Source: an optimization exercise on an open RTL-to-GDS flow (aim: small area). Production flows keep margins and buffers that such runs may drop.
Only simulation tests tie the RTL to the original design; equivalence was not proved.
Power figures rest on the tool's default switching activity, not on a simulated workload.

==> flow/design.v <==
`timescale 1ns / 1ps
module digital_clock_clk_gen(
    input fpga_clk,
    input rstn,
    output sec_tick,   
    output min_tick,   
    output hour_tick,  
    output scan_tick   
    );
reg sec_clk;
reg min_clk;
reg hour_clk;
reg clk_5k;
reg [4:0] Dividing_to_1Hz_count;
reg [4:0] sec_count;
reg [4:0] min_count;
reg [2:0] count10k;
wire sec_toggle  = (Dividing_to_1Hz_count == 5'd24);
wire scan_toggle = (count10k == 3'd4);
assign sec_tick  = sec_toggle & ~sec_clk;
assign min_tick  = sec_tick & (sec_count == 5'd29) & ~min_clk;
assign hour_tick = min_tick & (min_count == 5'd29) & ~hour_clk;
assign scan_tick = scan_toggle & ~clk_5k;
always@(posedge fpga_clk, negedge rstn) begin
    if(!rstn) begin
        count10k<=3'd0;
        clk_5k<=1'b0;
    end
    else begin
        if(scan_toggle)begin
          count10k<=3'b0;
          clk_5k<=~clk_5k;
        end
        else begin
            count10k<=count10k+1;
        end
    end
end
always@(posedge fpga_clk, negedge rstn) begin  
    if(!rstn) begin
        Dividing_to_1Hz_count <= 0;
        sec_clk <= 1;
    end
    else if(sec_toggle) begin
        Dividing_to_1Hz_count <= 5'd0;
        sec_clk <= ~sec_clk;
    end
    else begin
        Dividing_to_1Hz_count <= Dividing_to_1Hz_count + 1;
    end
end
always@(posedge fpga_clk, negedge rstn) begin  
    if(!rstn) begin
        min_clk <= 1;
        sec_count <= 0;
    end
    else if(sec_tick) begin
        if(sec_count == 5'd29) begin
            min_clk <= ~min_clk;
            sec_count <= 0;
        end
        else begin
            sec_count <= sec_count + 5'd1;
        end
    end
end
always@(posedge fpga_clk, negedge rstn) begin  
    if(!rstn) begin
        hour_clk <= 1;
        min_count <= 0;
    end
    else if(min_tick) begin
        if(min_count == 5'd29) begin
            hour_clk <= ~hour_clk;
            min_count <= 0;
        end
        else begin
            min_count <= min_count + 5'd1;
        end
    end
end
endmodule
`timescale 1ns / 1ps
module Digital_Clock(
    input clk,
    input rstn,
    input sec_tick,  
    input min_tick,
    input hour_tick,
    input scan_tick,
    output reg [7:0] digit,
    output reg [6:0] seg
    );
    reg  [ 6:0] seg0, seg1, seg3, seg4, seg6, seg7;
    wire [ 6:0] seg2 = 7'b1111110;  
    wire [ 6:0] seg5 = 7'b1111110;  
    reg  [ 5:0] SEC;
    reg  [ 5:0] MIN;
    reg  [ 4:0] HOUR;   
    wire [ 3:0] SEC_ONES  = SEC%10;
    wire [ 3:0] SEC_TENS  = SEC/10;
    wire [ 3:0] MIN_ONES  = MIN%10;
    wire [ 3:0] MIN_TENS  = MIN/10;
    wire [ 3:0] HOUR_ONES = HOUR%10;
    wire [ 3:0] HOUR_TENS = HOUR/10;
    always @(posedge clk, negedge rstn) begin
        if(!rstn) begin
            SEC <= 0;
        end    
        else if(sec_tick && SEC == 6'd59) begin
            SEC <= 6'd0;
        end     
        else if(sec_tick) begin
            SEC <= SEC + 1;
        end
    end
    always @(posedge clk, negedge rstn) begin
        if(!rstn) begin
            MIN <= 0;
        end    
        else if(min_tick && MIN == 6'd59) begin
            MIN <= 6'd0;
        end     
        else if(min_tick) begin
            MIN <= MIN + 1;
        end
    end
    always @(posedge clk, negedge rstn) begin
        if(!rstn) begin
            HOUR <= 0;
        end    
        else if(hour_tick && HOUR == 5'd23) begin
            HOUR <= 5'd0;
        end     
        else if(hour_tick) begin
            HOUR <= HOUR + 1;
        end
    end
    always@(posedge clk, negedge rstn) begin  
        if(!rstn) begin
            digit <= 8'b11111110;
        end
        else if(scan_tick) begin
            digit <= {digit[6:0], digit[7]};
        end
    end
    always@(digit or seg0 or seg1 or seg2 or seg3 or seg4 or seg5 or seg6 or seg7) begin
        case(digit)
        8'b11111110 : seg = seg0;
        8'b11111101 : seg = seg1;
        8'b11111011 : seg = seg2; 
        8'b11110111 : seg = seg3;
        8'b11101111 : seg = seg4;
        8'b11011111 : seg = seg5; 
        8'b10111111 : seg = seg6;
        8'b01111111 : seg = seg7;
        default:seg = 7'b0;
        endcase 
    end
    always@(SEC_ONES) begin
        case(SEC_ONES)
        4'd0 : seg0 = 7'b0000001;
        4'd1 : seg0 = 7'b1001111;
        4'd2 : seg0 = 7'b0010010;
        4'd3 : seg0 = 7'b0000110;
        4'd4 : seg0 = 7'b1001100;
        4'd5 : seg0 = 7'b0100100;
        4'd6 : seg0 = 7'b0100000;
        4'd7 : seg0 = 7'b0001111;
        4'd8 : seg0 = 7'b0000000;
        4'd9 : seg0 = 7'b0000100;
        default:seg0 = 7'b0;
        endcase        
    end
    always@(SEC_TENS) begin
        case(SEC_TENS)
        4'd0 : seg1 = 7'b0000001;
        4'd1 : seg1 = 7'b1001111;
        4'd2 : seg1 = 7'b0010010;
        4'd3 : seg1 = 7'b0000110;
        4'd4 : seg1 = 7'b1001100;
        4'd5 : seg1 = 7'b0100100;
        default:seg1 = 7'b0;
        endcase        
    end
    always@(MIN_ONES) begin
        case(MIN_ONES)
        4'd0 : seg3 = 7'b0000001;
        4'd1 : seg3 = 7'b1001111;
        4'd2 : seg3 = 7'b0010010;
        4'd3 : seg3 = 7'b0000110;
        4'd4 : seg3 = 7'b1001100;
        4'd5 : seg3 = 7'b0100100;
        4'd6 : seg3 = 7'b0100000;
        4'd7 : seg3 = 7'b0001111;
        4'd8 : seg3 = 7'b0000000;
        4'd9 : seg3 = 7'b0000100;
        default:seg3 = 7'b0;
        endcase        
    end
    always@(MIN_TENS) begin
        case(MIN_TENS)
        4'd0 : seg4 = 7'b0000001;
        4'd1 : seg4 = 7'b1001111;
        4'd2 : seg4 = 7'b0010010;
        4'd3 : seg4 = 7'b0000110;
        4'd4 : seg4 = 7'b1001100;
        4'd5 : seg4 = 7'b0100100;
        default:seg4 = 7'b0;
        endcase        
    end
    always@(HOUR_ONES) begin
        case(HOUR_ONES)
        4'd0 : seg6 = 7'b0000001;
        4'd1 : seg6 = 7'b1001111;
        4'd2 : seg6 = 7'b0010010;
        4'd3 : seg6 = 7'b0000110;
        4'd4 : seg6 = 7'b1001100;
        4'd5 : seg6 = 7'b0100100;
        4'd6 : seg6 = 7'b0100000;
        4'd7 : seg6 = 7'b0001111;
        4'd8 : seg6 = 7'b0000000;
        4'd9 : seg6 = 7'b0000100;
        default:seg6 = 7'b0;
        endcase        
    end
    always@(HOUR_TENS) begin
        case(HOUR_TENS)
        4'd0 : seg7 = 7'b0000001;
        4'd1 : seg7 = 7'b1001111;
        4'd2 : seg7 = 7'b0010010;
        default:seg7 = 7'b0;
        endcase        
    end    
endmodule
`timescale 1ns / 1ps
module TOP_Digital_Clock(
    input fpga_clk,
    input rstn,
    output wire [7:0] digit,
    output wire [6:0] seg
);
wire sec_tick;
wire min_tick;
wire hour_tick;
wire scan_tick;
digital_clock_clk_gen inst_clk_gen(
    .fpga_clk(fpga_clk),
    .rstn(rstn),
    .sec_tick(sec_tick),
    .min_tick(min_tick),
    .hour_tick(hour_tick),
    .scan_tick(scan_tick)
);
Digital_Clock inst_Digital_Clock(
    .clk(fpga_clk),
    .rstn(rstn),
    .sec_tick(sec_tick),
    .min_tick(min_tick),
    .hour_tick(hour_tick),
    .scan_tick(scan_tick),
    .digit(digit),
    .seg(seg)
);
endmodule
==> flow/run.sh <==
#!/bin/bash
# synth_recipe.tcl (not shown) runs the flow's synth.tcl, then flattens the netlist and writes it again
# the make line also repeats each setting of config.mk as NAME=value (left out here)
make -C /OpenROAD-flow-scripts/flow DESIGN_CONFIG=/design/flow/config.mk WORK_HOME=/design/flow/orfs CLKGATE_MAP_FILE= SYNTH_SCRIPT=/design/flow/synth_recipe.tcl finish
==> flow/config.mk <==
export PLATFORM = sky130hd
export DESIGN_NAME = TOP_Digital_Clock
export DESIGN_NICKNAME = TOP_Digital_Clock
export VERILOG_FILES = /design/flow/design.v
export SDC_FILE = /design/flow/constraint.sdc
export NUM_CORES = 4
export LEC_CHECK = 0
export CAP_MARGIN = 20
export CORE_MARGIN = 2
export CORE_UTILIZATION = 40
export SLEW_MARGIN = 20
==> flow/constraint.sdc <==
create_clock -name core_clock -period 10.0 [get_ports {fpga_clk}]
set_input_delay 2.0000 -clock core_clock [delete_from_list [all_inputs] [get_ports {fpga_clk}]]
set_output_delay 2.0000 -clock core_clock [all_outputs]
set_load 0.01 [all_outputs]
==> results.txt, run 1 <==
- Status: timing/DRC/antenna clean
- Most frequent cells in the layout: nand2_1 (54), o21ai_0 (49), ha_1 (49)
- Area of the multi-input gates: 2800 um^2
- Skew final: 0.0112 ns
- # IOs: 17
- Layout cells sized above 1: 0.0868
- Syn_area_per_cell: about 8.4 um^2
- Pins Over Slew Limit: 0
- Clk sinks: 47
- Post-synth ARST share: 1.00
- Sum Neg Setup Slack: 0 ns
- Gr usage total: 0.167
- Number of global-route vias before repair: 3405
- Worst setup EP type: output port
- Die X-Extent: 107 um
- Nets: 557
- Area growth syn-to-layout: 7.79%
- Routability congestion estimate: 0.844
- DRT antenna net count: 0
- Worst-skew pair later-pin latency: 0.31 ns
- Sequential fraction of the synthesis area: 0.281
- DRT Wirelength: between 8000 and 9000 um
- Max Fclk: 0.152 GHz
- Crit-path max FO: 21
- Slew HR: 0.511
- CP Launch Type: flop
- Most used DFF post-synth: dfrtp_1
- Worst hold path type: reg -> reg
- Synth cell types: 69
- VDD IR max: around 0.000046 V
- Number of synthesized flops with an enable pin: 0
- Power per cell area: 69.9 nW/um^2
- Max clock buf depth: 2
- Port-buffer cells: 16
- Core Area: 10300 um^2
- Data required time of the worst path: about 8 ns
- Via density: 5.53
- CTS root buf: clkbuf_8
- GR Overflow Total: 0
- Total Power: 0.318 mW
- Row count: 37
- FF+latch area: 1190 um^2
- Final Hold Vio Count: 0
- WS Path Type: reg -> out
- Setup violators final: 0
- Final Critical Period: 6.58 ns
- Place WS: 3.80 ns
- Via count: 3557
- CTS tree: done
- Post-Syn Area: 4220 um^2
- DP HPWL: approximately 6800 um
- Seq cells post-synth: between 40 and 50
- # Post-CTS Setup Buffers: 0
- Max_cap viols: 0
- DR iter-0 viols: around 170
- Global-route wire length before repair: 15800 um
- Hold Slack: 0.470 ns
- Leading cell type in the layout, fill and taps excluded: nand2_1
- Fin worst setup slack: 3.42 ns
- Total die area: 11400 um^2
- Fin area: 4550 um^2
- Worst-path clk slew: approximately 0.1 ns
- Initial antenna violation count: 0
- Gate Count Post-Synth: 502
- Area after DPL: 4450 um^2
- Worst EP arrival: 4.58 ns
- Least-Margin Pin Slew: roughly 0.73 ns
- P_leak: 1.90 nW
- Pin count of the biggest net entering global routing: 48
- Synth warn: 2
- Cts repair resizes: 0
- Final period utilization: 0.658
- Mapped Nets: 553
- Hold buffers post-CTS: 0
- N_diodes: 0
- H-Tree Depth: 2
- Fillers: 1035
- Mean routed wirelength per cell: 13.8 um
- Unrepaired setup endpoints after global routing: no
- Initial DRT Pass Iterations: 5
- Num CTS Buffers: 5
- Drt drc: 0
- Starting density of the core: 0.411
- Die height: about 110 um
-- final timing paths --
path                                                                  from                                      to  slack, ns  depth (start not counted)
hold / removal                            inst_clk_gen.sec_clk$_DFFE_PN1N_        inst_clk_gen.sec_clk$_DFFE_PN1N_       0.47                          2
max in group asynchronous                                             rstn  inst_Digital_Clock.HOUR[0]$_DFFE_PN0P_       7.92                          1
min in group asynchronous                                             rstn      inst_clk_gen.count10k[2]$_DFF_PN0_       1.69                          1
setup reg to reg           inst_clk_gen.Dividing_to_1Hz_count[0]$_DFF_PN0_  inst_Digital_Clock.HOUR[3]$_DFFE_PN0P_       7.32                          9
hold reg to reg                           inst_clk_gen.sec_clk$_DFFE_PN1N_        inst_clk_gen.sec_clk$_DFFE_PN1N_       0.47                          2
setup / recovery                     inst_Digital_Clock.MIN[3]$_DFFE_PN0P_                                  seg[2]       3.42                         14
-- flip-flops by register name, summed over array words and instances, names as in the netlist --
name	cells
inst_Digital_Clock.MIN	6
inst_clk_gen.min_count	5
inst_clk_gen.sec_count	5
inst_Digital_Clock.digit	8
inst_clk_gen.count10k	3
inst_clk_gen.clk_5k	1
inst_clk_gen.Dividing_to_1Hz_count	5
inst_clk_gen.sec_clk	1
inst_Digital_Clock.SEC	6
inst_clk_gen.hour_clk	1
inst_clk_gen.min_clk	1
inst_Digital_Clock.HOUR	5
-- worst max-delay path, cell delays in order (launching register included) --
cell             delay [ns]
dfrtp_1                0.61
or2_2                  0.41
ha_1                   0.34
nor2b_1                0.28
nand2_1                0.09
a22oi_1                0.48
xnor2_1                0.26
ha_1                   0.22
inv_1                  0.05
o31ai_1                0.07
xor2_1                 0.27
nand2_1                0.20
o32a_1                 0.36
nand3_1                0.09
clkdlybuf4s50_1        0.53
-- metal layers --
layer  GRT usage  share of wire
met3      0.0225          0.030
met4      0.0510          0.018
met1       0.227           0.50
met5           0              0
met2       0.276           0.45
-- cell families (layout without fill, tap and decap cells) --
| logic type | Yosys count | in the layout | share of synthesized area |
|---|---|---|---|
| and+or+nand+nor | 179 | 179 | 0.218 |
| AOI/OAI and AO/OA | 137 | 137 | 0.215 |
| buffers and inverters | 56 | 61 | 0.0563 |
| adders and majority gates | 50 | 50 | 0.148 |
| DFF | 47 | 47 | 0.281 |
| muxes | 20 | 20 | 0.0539 |
| xor gates and xnor gates | 13 | 13 | 0.0270 |
-- cell type report --
| type | count | area share |
|---|---|---|
| Clock inverter | 3 | 0.00605 |
| Tap cell | 136 | 0.0374 |
| Multi-Input combinational cell | 399 | 0.614 |
| Timing Repair Buffer | 17 | 0.0363 |
| Inverter | 36 | 0.0297 |
| Clock buffer | 5 | 0.0151 |
| Sequential cell | 47 | 0.261 |
-- synth_stat cells (4+ instances only) --
| cell | count | area, um^2 |
|---|---|---|
| nor2_1 | 32 | 120 |
| nand3b_1 | 6 | 45.0 |
| mux2_2 | 12 | 135 |
| dfrtp_1 | 37 | 926 |
| a21oi_1 | 22 | 110 |
| nor2b_1 | 10 | 62.6 |
| and2_1 | 5 | 31.3 |
| a21o_1 | 4 | 30.0 |
| a211oi_1 | 5 | 37.5 |
| o211ai_1 | 6 | 45.0 |
| xor2_1 | 5 | 43.8 |
| o21ai_0 | 49 | 245 |
| buf_2 | 4 | 20.0 |
| clkbuf_1 | 13 | 48.8 |
| a31oi_1 | 7 | 43.8 |
| nand3_1 | 18 | 90.1 |
| o2111ai_1 | 5 | 43.8 |
| nor3_1 | 8 | 40.0 |
| nand2_1 | 54 | 203 |
| ha_1 | 49 | 613 |
| inv_1 | 34 | 128 |
| xnor2_1 | 8 | 70.1 |
| nand2b_1 | 10 | 62.6 |
| nand4_1 | 11 | 68.8 |
| or3_1 | 6 | 37.5 |
| mux2i_1 | 7 | 70.1 |
| dfstp_2 | 10 | 263 |
-- power by group --
part           switching (mW)  leakage (nW)  internal (mW)  total (mW)
combinational         0.00346          1.26       0.000256     0.00372
sequential                  0         0.591          0.190       0.190
clock                  0.0722        0.0467         0.0519       0.124
-- per-stage QoR --
stage | instances | util
2_1_floorplan | 502 | -
3_3_place_gp | 635 | 0.433
3_5_place_dp | 635 | 0.433
4_1_cts | 643 | 0.443
5_1_grt | 643 | 0.443
6_report | 643 | 0.443
==> run 2: changes to the inputs <==
==> flow/design.v (replaced) <==
`timescale 1ns / 1ps
module digital_clock_clk_gen(
    input fpga_clk,
    input rstn,
    output sec_tick,
    output scan_tick
    );
reg [3:0] cyc;     
reg [2:0] tenth;   
wire cyc_last   = (cyc == 4'd9);
assign scan_tick = (cyc == 4'd4);
assign sec_tick  = cyc_last & (tenth == 3'd4);
always @(posedge fpga_clk, negedge rstn) begin
    if (!rstn) begin
        cyc   <= 4'd0;
        tenth <= 3'd0;
    end
    else begin
        cyc <= cyc_last ? 4'd0 : cyc + 4'd1;
        if (cyc_last)
            tenth <= (tenth == 3'd4) ? 3'd0 : tenth + 3'd1;
    end
end
endmodule
`timescale 1ns / 1ps
module Digital_Clock(
    input clk,
    input rstn,
    input sec_tick,
    input scan_tick,
    output wire [7:0] digit,
    output reg  [6:0] seg
    );
reg [3:0] sec_ones;
reg [2:0] sec_tens;
reg [3:0] min_ones;
reg [2:0] min_tens;
reg [3:0] hour_ones;
reg [1:0] hour_tens;
reg [2:0] pos;         
wire sec_ones_last  = (sec_ones == 4'd9);
wire sec_tens_last  = (sec_tens == 3'd5);
wire min_ones_last  = (min_ones == 4'd9);
wire min_tens_last  = (min_tens == 3'd5);
wire hour_ones_last = (hour_ones == 4'd9);
wire day_last       = (hour_tens == 2'd2) && (hour_ones == 4'd3);
wire t1 = sec_tick;
wire t2 = t1 & sec_ones_last;
wire t3 = t2 & sec_tens_last;
wire t4 = t3 & min_ones_last;
wire t5 = t4 & min_tens_last;
always @(posedge clk, negedge rstn) begin
    if (!rstn) begin
        sec_ones  <= 4'd0;
        sec_tens  <= 3'd0;
        min_ones  <= 4'd0;
        min_tens  <= 3'd0;
        hour_ones <= 4'd0;
        hour_tens <= 2'd0;
        pos       <= 3'd0;
    end
    else begin
        if (t1) sec_ones <= sec_ones_last ? 4'd0 : sec_ones + 4'd1;
        if (t2) sec_tens <= sec_tens_last ? 3'd0 : sec_tens + 3'd1;
        if (t3) min_ones <= min_ones_last ? 4'd0 : min_ones + 4'd1;
        if (t4) min_tens <= min_tens_last ? 3'd0 : min_tens + 3'd1;
        if (t5) begin
            if (day_last) begin
                hour_ones <= 4'd0;
                hour_tens <= 2'd0;
            end
            else if (hour_ones_last) begin
                hour_ones <= 4'd0;
                hour_tens <= hour_tens + 2'd1;
            end
            else begin
                hour_ones <= hour_ones + 4'd1;
            end
        end
        if (scan_tick) pos <= pos + 3'd1;
    end
end
assign digit = ~(8'd1 << pos);
reg [3:0] val;
always @(*) begin
    case (pos)
    3'd0: val = sec_ones;
    3'd1: val = {1'b0, sec_tens};
    3'd2: val = 4'd10;
    3'd3: val = min_ones;
    3'd4: val = {1'b0, min_tens};
    3'd5: val = 4'd10;
    3'd6: val = hour_ones;
    default: val = {2'b00, hour_tens};
    endcase
end
always @(*) begin
    case (val)
    4'd0: seg = 7'b0000001;
    4'd1: seg = 7'b1001111;
    4'd2: seg = 7'b0010010;
    4'd3: seg = 7'b0000110;
    4'd4: seg = 7'b1001100;
    4'd5: seg = 7'b0100100;
    4'd6: seg = 7'b0100000;
    4'd7: seg = 7'b0001111;
    4'd8: seg = 7'b0000000;
    4'd9: seg = 7'b0000100;
    default: seg = 7'b1111110;
    endcase
end
endmodule
`timescale 1ns / 1ps
module TOP_Digital_Clock(
    input fpga_clk,
    input rstn,
    output wire [7:0] digit,
    output wire [6:0] seg
);
wire sec_tick;
wire scan_tick;
digital_clock_clk_gen inst_clk_gen(
    .fpga_clk(fpga_clk),
    .rstn(rstn),
    .sec_tick(sec_tick),
    .scan_tick(scan_tick)
);
Digital_Clock inst_Digital_Clock(
    .clk(fpga_clk),
    .rstn(rstn),
    .sec_tick(sec_tick),
    .scan_tick(scan_tick),
    .digit(digit),
    .seg(seg)
);
endmodule
==> results.txt, run 2 <==
- Min-Delay Path Depth: 1 (was 2)
- # Post-CTS Setup Buffers: 0 (unchanged)
- Final Critical Period: 5.41 ns (was 6.58 ns)
- Hold Slack: 0.506 ns (was 0.470 ns)
- Most frequent cells in the layout: dfrtp_1 (30), nand2_1 (29), inv_1 (21) (was nand2_1 (54), o21ai_0 (49), ha_1 (49))
- DR iter-0 viols: 85 (was 169)
- Data required time of the worst path: 8.00 ns (about the same)
- Post-synth top area share: 0.366 (was 0.219)
- WS Path Type: reg -> out (unchanged)
- Layout cells sized above 1: 0.0844 (was 0.0868)
- Pins Over Slew Limit: 0 (unchanged)
- CP Launch Type: flop (unchanged)
- Final Hold Vio Count: 0 (unchanged)
- Core Area: 5040 um^2 (was 10300 um^2)
- Max_cap viols: 0 (unchanged)
- Worst r2r src: inst_clk_gen.tenth[0]$_DFFE_PN0N_ (was inst_clk_gen.Dividing_to_1Hz_count[0]$_DFF_PN0_)
- GR Overflow Total: 0 (unchanged)
- Placed Instances: 300 (was 635)
- Pin count of the biggest net entering global routing: 31 (was 48)
- Hold buffers post-CTS: 0 (unchanged)
- Port-buffer cells: 16 (unchanged)
- Initial antenna violation count: 0 (unchanged)
- Max Fclk: 0.185 GHz (was 0.152 GHz)
- Die height: 75.6 um (was 107 um)
- DP HPWL: 3030 um (was 6750 um)
- Number of synthesized flops with an enable pin: 0 (unchanged)
- Most used DFF post-synth: dfrtp_1 (unchanged)
- Global-route wire length before repair: 6980 um (was 15800 um)
- Num CTS Buffers: 5 (unchanged)
- Post-synth ARST share: 1.00 (unchanged)
- Cts repair resizes: 0 (unchanged)
- Worst Hold Endpoint: inst_clk_gen.tenth[2]$_DFFE_PN0N_ (was inst_clk_gen.sec_clk$_DFFE_PN1N_)
- Row count: 26 (was 37)
- Worst-path clk slew: 0.06 ns (was 0.10 ns)
- Fin area: 2350 um^2 (was 4550 um^2)
- Number of global-route vias before repair: 1453 (was 3405)
- Drt drc: 0 (unchanged)
- Mean routed wirelength per cell: 13.4 um (was 13.8 um)
- Die X-Extent: 75.6 um (was 107 um)
- CTS root buf: clkbuf_8 (unchanged)
- Routability congestion estimate: 0.756 (was 0.844)
- Worst setup EP type: output port (unchanged)
- Most instantiated library cell after synthesis: dfrtp_1 (was nand2_1)
- Max clock buf depth: 2 (unchanged)
- Fin worst setup slack: 4.59 ns (was 3.42 ns)
- Worst-skew pair later-pin latency: 0.28 ns (was 0.31 ns)
- Initial DRT Pass Iterations: 4 (was 5)
- Via density: 5.13 (was 5.53)
- Non-filler cells, final: 307 (was 643)
- Leading cell type in the layout, fill and taps excluded: dfrtp_1 (was nand2_1)
- Least-Margin Pin Slew: 0.938 ns (was 0.731 ns)
- Total Power: 0.217 mW (was 0.318 mW)
- Sw power: 0.0469 mW (was 0.0757 mW)
- Worst EP arrival: 3.41 ns (was 4.58 ns)
- Skew final: 0.00465 ns (was 0.0112 ns)
- Highest Signal Layer: met4 (unchanged)
- Gr usage total: 0.162 (was 0.167)
- Synth cell types: 51 (was 69)
- Nets: 256 (was 557)
- FF+latch area: 751 um^2 (was 1190 um^2)
- Slew HR: 0.369 (was 0.511)
- Area after DPL: 2280 um^2 (was 4450 um^2)
- Gate Count Post-Synth: 218 (was 502)
- R2r endpoint: inst_Digital_Clock.hour_ones[2]$_DFFE_PN0P_ (was inst_Digital_Clock.HOUR[3]$_DFFE_PN0P_)
- Via count: 1574 (was 3557)
- Area growth syn-to-layout: 14.8% (was 7.79%)
- Synth top cells by count: dfrtp_1 (30), nand2_1 (29), inv_1 (21) (was nand2_1 (54), ha_1 (49), o21ai_0 (49))
- Met3 Routed Length: 100 um (was 263 um)
- CTS tree: done (unchanged)
- Reg2Reg Setup Slack: 7.84 ns (was 7.32 ns)
- DRT antenna net count: 0 (unchanged)
- Cell taking the most area after synthesis: dfrtp_1 (unchanged)
- Wl on met1: 2040 um (was 4420 um)
- FF-to-FF path depth: 7 (was 9)
- Sw frac: 0.216 (was 0.238)
- # IOs: 17 (unchanged)
- Unrepaired setup endpoints after global routing: no (unchanged)
- Status: timing/DRC/antenna clean (unchanged)
- Power Internal: 0.170 mW (was 0.242 mW)
- Share of total power in the clock network: 0.426 (was 0.390)
- VDD IR max: 0.0000535 V (was 0.0000455 V)
- H-Tree Depth: 2 (unchanged)
- CP startpoint: inst_Digital_Clock.pos[2]$_DFFE_PN0N_ (was inst_Digital_Clock.MIN[3]$_DFFE_PN0P_)
- DRT Wirelength: 4120 um (was 8870 um)
- Worst hold path type: reg -> reg (unchanged)
- Met2 WL: 1940 um (was 4030 um)
- P_leak: 1.04 nW (was 1.90 nW)
- Final period utilization: 0.541 (was 0.658)
- Total die area: 5720 um^2 (was 11400 um^2)
- Hold path start: inst_clk_gen.tenth[2]$_DFFE_PN0N_ (was inst_clk_gen.sec_clk$_DFFE_PN1N_)
- Clk sinks: 30 (was 47)
- N_diodes: 0 (unchanged)
- Final Util: 0.467 (was 0.443)
- Mapped Nets: 237 (was 553)
- Sequential Power Share: 0.560 (was 0.598)
- Post-Syn Area: 2050 um^2 (was 4220 um^2)
- Sequential fraction of the synthesis area: 0.366 (was 0.281)
- Combinational power share: 0.014 (was 0.012)
- Fillers: 501 (was 1035)
- Area of the multi-input gates: 1190 um^2 (was 2800 um^2)
- Sum Neg Setup Slack: 0 ns (unchanged)
- Syn_area_per_cell: 9.41 um^2 (was 8.41 um^2)
- Starting density of the core: 0.407 (was 0.411)
- Power per cell area: 92.0 nW/um^2 (was 69.9 nW/um^2)
- Crit-path max FO: 18 (was 21)
- Synth warn: 2 (unchanged)
- Synth top area cells: dfrtp_1 (37%), ha_1 (10%), nand2_1 (5.3%), o21ai_0 (4.1%), inv_1 (3.8%) (was dfrtp_1 (22%), ha_1 (15%), dfstp_2 (6.2%), o21ai_0 (5.8%), nand2_1 (4.8%))
- Seq cells post-synth: 30 (was 47)
- Setup violators final: 0 (unchanged)
- Place WS: 4.90 ns (was 3.80 ns)
run 2: critical path, stage by stage (launching register included):
cell             delay [ns]
dfrtp_1                0.70
inv_1                  0.17
ha_1                   0.33
nor4b_2                0.28
a21oi_2                0.11
and4bb_2               0.28
nor2_1                 0.19
inv_1                  0.11
ha_1                   0.20
nor2_1                 0.10
o22a_1                 0.14
clkdlybuf4s50_1        0.52
run 2: metal layers:
layer  global-route usage  up-vias
met3               0.0437        4
met2                0.250       15
met4               0.0585        0
met1                0.219      760
li1                     -      795
met5                    0        -
run 2: power by group through the flow:
stage	clock, mW	combinational (mW)	sequential, mW
finish	0.0923	0.00298	0.121
global route	0.0994	0.00358	0.121
CTS	0.0947	0.00325	0.121
detailed placement	0	0.00326	0.124
global placement	0	0.00322	0.124
floorplan	0	0.000000551	0.124
run 2: area by class of cell:
type                            count  area share
Multi-Input combinational cell    162       0.507
Sequential cell                    30       0.319
Timing Repair Buffer               17      0.0712
Tap cell                           70      0.0372
Inverter                           21      0.0335
Clock buffer                        7      0.0324
run 2: how the worst max path moves through the flow:
| stage | to | depth (start not counted) |
|---|---|---|
| CTS | seg[1] | 11 |
| global placement | seg[1] | 11 |
| detailed placement | seg[1] | 11 |
| finish | seg[1] | 11 |
| floorplan | seg[1] | 11 |
| global route | seg[1] | 11 |
run 2: kinds of logic (layout without fill, tap and decap cells):
family          count (synthesis)  after routing  share of synthesized area
mux                             5              5                     0.0250
simple gates                   80             80                      0.238
fa+ha+maj                      17             17                      0.104
buf+inv                        26             45                     0.0524
xor+xnor                        9              9                     0.0384
flops                          30             30                      0.366
compound gates                 51             51                      0.176

## re-timing with driven ports
The results above use ideal ports. As a check the final layouts listed here were re-extracted and re-timed, cells and wires unchanged. Step 1 (the two cells are an assumption about what drives the block):
set clk [get_ports {fpga_clk}]
set_driving_cell -lib_cell sky130_fd_sc_hd__clkbuf_16 $clk
set_driving_cell -lib_cell sky130_fd_sc_hd__buf_2 [delete_from_list [all_inputs] $clk]
Step 2, shift: input delay + t, output delay - t, t = (earliest + latest rising clock arrival at the registers) / 2. This alone moves slack from input paths to output paths. Three values: ideal, step 1, step 2; two values: the first two.
run	shift t [ns]	setup WS [ns]	clock arrival spread, ns
run 1	0.329	3.422 / 3.393 / 3.722	0.012 / 0.012
run 2	0.306	4.592 / 4.567 / 4.874	0.005 / 0.005
After both steps setup and hold are still met in every run listed.
